Background: an optimization exercise with open tools, aiming at small area. Do not read the settings as production practice.
Only simulation tests tie the RTL to the original design; equivalence was not proved.
Power figures rest on the tool's default switching activity, not on a simulated workload.

## build 55
// smv16b
module smv16b(
	output	[15:0]	dout_inst,
	output	reg [15:0]	dout_avg,
	input 	[15:0]	din,
	input 	run,
	input	sysrst,
	input	clk
);
==> module smv16b, before the edit <==
module smv16b(
	output	[15:0]	dout_inst,
	output	reg [15:0]	dout_avg,
	input 	[15:0]	din,
	input 	run,
	input	sysrst,
	input	clk
);
	localparam [5:0] S_IDLE = 6'd0;
	localparam [5:0] S_POLL = 6'd1;
	localparam [5:0] S_F1   = 6'd3;    
	localparam [5:0] S_F20  = 6'd22;   
	localparam [5:0] S_F34  = 6'd6;    
	localparam [3:0] C_0    = 4'd0;
	localparam [3:0] C_13   = 4'd4;
	reg [5:0]  t;
	reg [3:0]  c;
	reg        clr;     
	reg        pend;    
	reg [15:0] ring [0:13];
	reg [15:0] n_q, d;
	reg [19:0] acc;
	wire [15:0] tap = ring[13];
	wire [15:0] n   = ~n_q;
	wire rst   = ~sysrst;
	wire load  = (t == S_F1);
	wire swap  = pend & (c == C_0);
	wire cwrap = (c == C_13);
	wire keep  = ~swap & ~clr;
	wire n_din = sysrst & load;
	wire n_tap = sysrst & swap;
	wire n_hld = sysrst & ~load & ~swap;
	wire d_new = sysrst & load;
	wire d_hld = sysrst & ~load;
	wire [5:0] t_lfsr = {t[4:0], ~(t[5] ^ t[4])};
	wire [3:0] c_lfsr = {c[2:0], ~(c[3] ^ c[2])};
	wire        init = (t == S_F20);
	wire [19:0] opa  = ({20{init}} & {4'b0, d}) | ({20{~init}} & acc);
	wire [19:0] opb  = {4'b0, ({16{init}} & n) | ({16{~init}} & tap)};
	wire [19:0] sum;
	wire [20:0] cy;
	assign cy[0] = 1'b0;
	genvar k;
	generate
		for (k = 0; k < 20; k = k + 1) begin : g_add
			assign sum[k]  = opa[k] ^ opb[k] ^ cy[k];
			assign cy[k+1] = (opa[k] & opb[k]) | (opa[k] & cy[k]) | (opb[k] & cy[k]);
		end
	endgenerate
	assign dout_inst = d;
	integer i;
	always @(posedge clk) begin
		for (i = 13; i > 0; i = i - 1)
			ring[i] <= ring[i-1];
		ring[0] <= ({16{swap}} & n) | ({16{keep}} & tap);
	end
	always @(posedge clk) begin
		if (rst) begin
			t    <= S_IDLE;
			c    <= C_0;
			clr  <= 1'b1;
			pend <= 1'b0;
		end else begin
			if (t == S_F34)
				t <= S_POLL;
			else if (t == S_POLL && !run)
				t <= S_IDLE;
			else
				t <= t_lfsr;
			if (cwrap || swap)
				c <= C_0;
			else
				c <= c_lfsr;
			if (cwrap)
				clr <= 1'b0;
			if (load)
				pend <= 1'b1;
			else if (swap)
				pend <= 1'b0;
		end
	end
	always @(posedge clk) begin
		n_q <= ~(({16{n_din}} & din) | ({16{n_tap}} & tap) | ({16{n_hld}} & n));
		d   <= ({16{d_new}} & n) | ({16{d_hld}} & d);
	end
	always @(posedge clk) begin
		acc <= sum;
		if (t == S_F34 && sysrst)
			dout_avg <= sum[19:4];
	end
endmodule
Settings: LEC_CHECK=0, CAP_MARGIN=20, CORE_MARGIN=2, CORE_UTILIZATION=70, CTS_BUF_LIST=sky130_fd_sc_hd__clkbuf_8, CTS_CLUSTER_DIAMETER=60, CTS_CLUSTER_SIZE=19, PLACE_DENSITY=0.8, SLEW_MARGIN=20; clock period 10.0 ns.
standard.sh (not shown) runs the stock make flow with config.mk's settings and CLKGATE_MAP_FILE= SYNTH_SCRIPT=/design/flow/synth_recipe.tcl, a recipe that flattens the netlist after the stock synthesis.
==> flow/flow/run.sh <==
#!/bin/bash
# The standard ORFS layout (standard.sh) with two changes:
#  - synthesis maps the combinational logic with an area-oriented ABC script
#    (flow/abc_area.script) instead of ORFS's speed script; everything else
#    in synthesis (incl. -nofsm -noshare, flatten, rename) is unchanged, so the
#    registers are the standard synthesis's;
#  - the port buffers inserted by buffer_ports use the smallest buffer cell.
# Each tool's output goes to a log file in this folder.
set -euo pipefail
W=$(pwd)
# synthesis script: synth_recipe.tcl, sourcing a copy of ORFS's synth.tcl whose
# abc call uses our ABC script
sed 's#^  log_cmd abc {\*}\$abc_args#  set abc_args [lreplace $abc_args 1 1 '"$W"'/flow/abc_area.script]\n  log_cmd abc {*}$abc_args#' \
  "$FLOW_HOME/scripts/synth.tcl" > "$W/synth_area.tcl"
grep -q "flow/abc_area.script" "$W/synth_area.tcl"
sed "s#source \$::env(SCRIPTS_DIR)/synth.tcl#source $W/synth_area.tcl#" synth_recipe.tcl > "$W/synth_recipe_area.tcl"
grep -q "synth_area.tcl" "$W/synth_recipe_area.tcl"
sed "s#SYNTH_SCRIPT=[^ ]*#SYNTH_SCRIPT=$W/synth_recipe_area.tcl#" standard.sh > "$W/standard_area.sh"
grep -q "synth_recipe_area.tcl" "$W/standard_area.sh"
export BUFFER_PORTS_ARGS="-buffer_cell sky130_fd_sc_hd__buf_1"
bash "$W/standard_area.sh" > "$W/flow_orfs.log" 2>&1
==> flow/flow/abc_area.script <==
strash
dch -f
amap
topo
dnsize
Input-level comparison between build 71 and build 55:
--- a/flow/design.v
+++ b/flow/design.v
@@ -266,18 +266,17 @@
 	reg [5:0]  t;
 	reg [3:0]  c;
 	reg        clr;     
 	reg        pend;    
 	reg [15:0] ring [0:13];
-	reg [15:0] n_q, d;
+	reg [15:0] n, d;
 	reg [19:0] acc;
-	wire [15:0] tap = ring[13];
-	wire [15:0] n   = ~n_q;
 	wire rst   = ~sysrst;
 	wire load  = (t == S_F1);
 	wire swap  = pend & (c == C_0);
 	wire cwrap = (c == C_13);
+	wire [15:0] tap = ring[13];
 	wire keep  = ~swap & ~clr;
 	wire n_din = sysrst & load;
 	wire n_tap = sysrst & swap;
 	wire n_hld = sysrst & ~load & ~swap;
 	wire d_new = sysrst & load;
@@ -328,12 +327,12 @@
 			else if (swap)
 				pend <= 1'b0;
 		end
 	end
 	always @(posedge clk) begin
-		n_q <= ~(({16{n_din}} & din) | ({16{n_tap}} & tap) | ({16{n_hld}} & n));
-		d   <= ({16{d_new}} & n) | ({16{d_hld}} & d);
+		n <= ({16{n_din}} & din) | ({16{n_tap}} & tap) | ({16{n_hld}} & n);
+		d <= ({16{d_new}} & n) | ({16{d_hld}} & d);
 	end
 	always @(posedge clk) begin
 		acc <= sum;
 		if (t == S_F34 && sysrst)
 			dout_avg <= sum[19:4];
Notes after the runs:
Mean post-synth cell area in build 71 is 2.2% lower than in build 55. Build 71: floorplan die area higher than build 55. The routing usage on met2 number comes out lower for build 55 vs build 71. On total internal power, build 71 tracks build 55 almost exactly. Status: power parity (build 55, build 71). After detailed routing, build 55 needs more wire than build 71. Re via count of the routed design: build 55 was higher than build 71. Of build 55 and build 71, the higher worst-case setup margin in the final layout belongs to build 71. Build 71 vs build 55 on placer congestion estimate: build 71 is the higher one. Build 71 -> build 55: synthesis-to-finish area growth flat. Comparing build 55 and build 71, the higher worst-case hold slack was measured on build 55.

-- separate check: timing with driven ports --
Ports are ideal in the flow. The routed layouts listed here were re-timed in OpenROAD.
Step 1 sets driving cells, clkbuf_16 on the clock port and buf_2 on the other inputs (assumed; they add their load-dependent delay and slew).
Step 2 adds t to the input delays and takes it off the output delays; t is the mean of the earliest and latest rising clock arrival at the registers after step 1. Input paths then give back, and output paths get back, about the clock's delay inside the block.
a / b / c = ideal ports / drivers / drivers and shift; a / b = the first two.
| run | shift t [ns] | slack for setup (ns) | worst setup path at the end | worst slew at a driven data input, ns | cell pins on the clock port's net |
|---|---|---|---|---|---|
| build 55 | 0.540 | 0.623 / 0.623 / 0.623 | register to register | 0.04 | 1 |
| build 71 | 0.526 | 0.715 / 0.715 / 0.715 | register to register | 0.04 | 1 |
After both steps setup and hold are still met in every run listed.
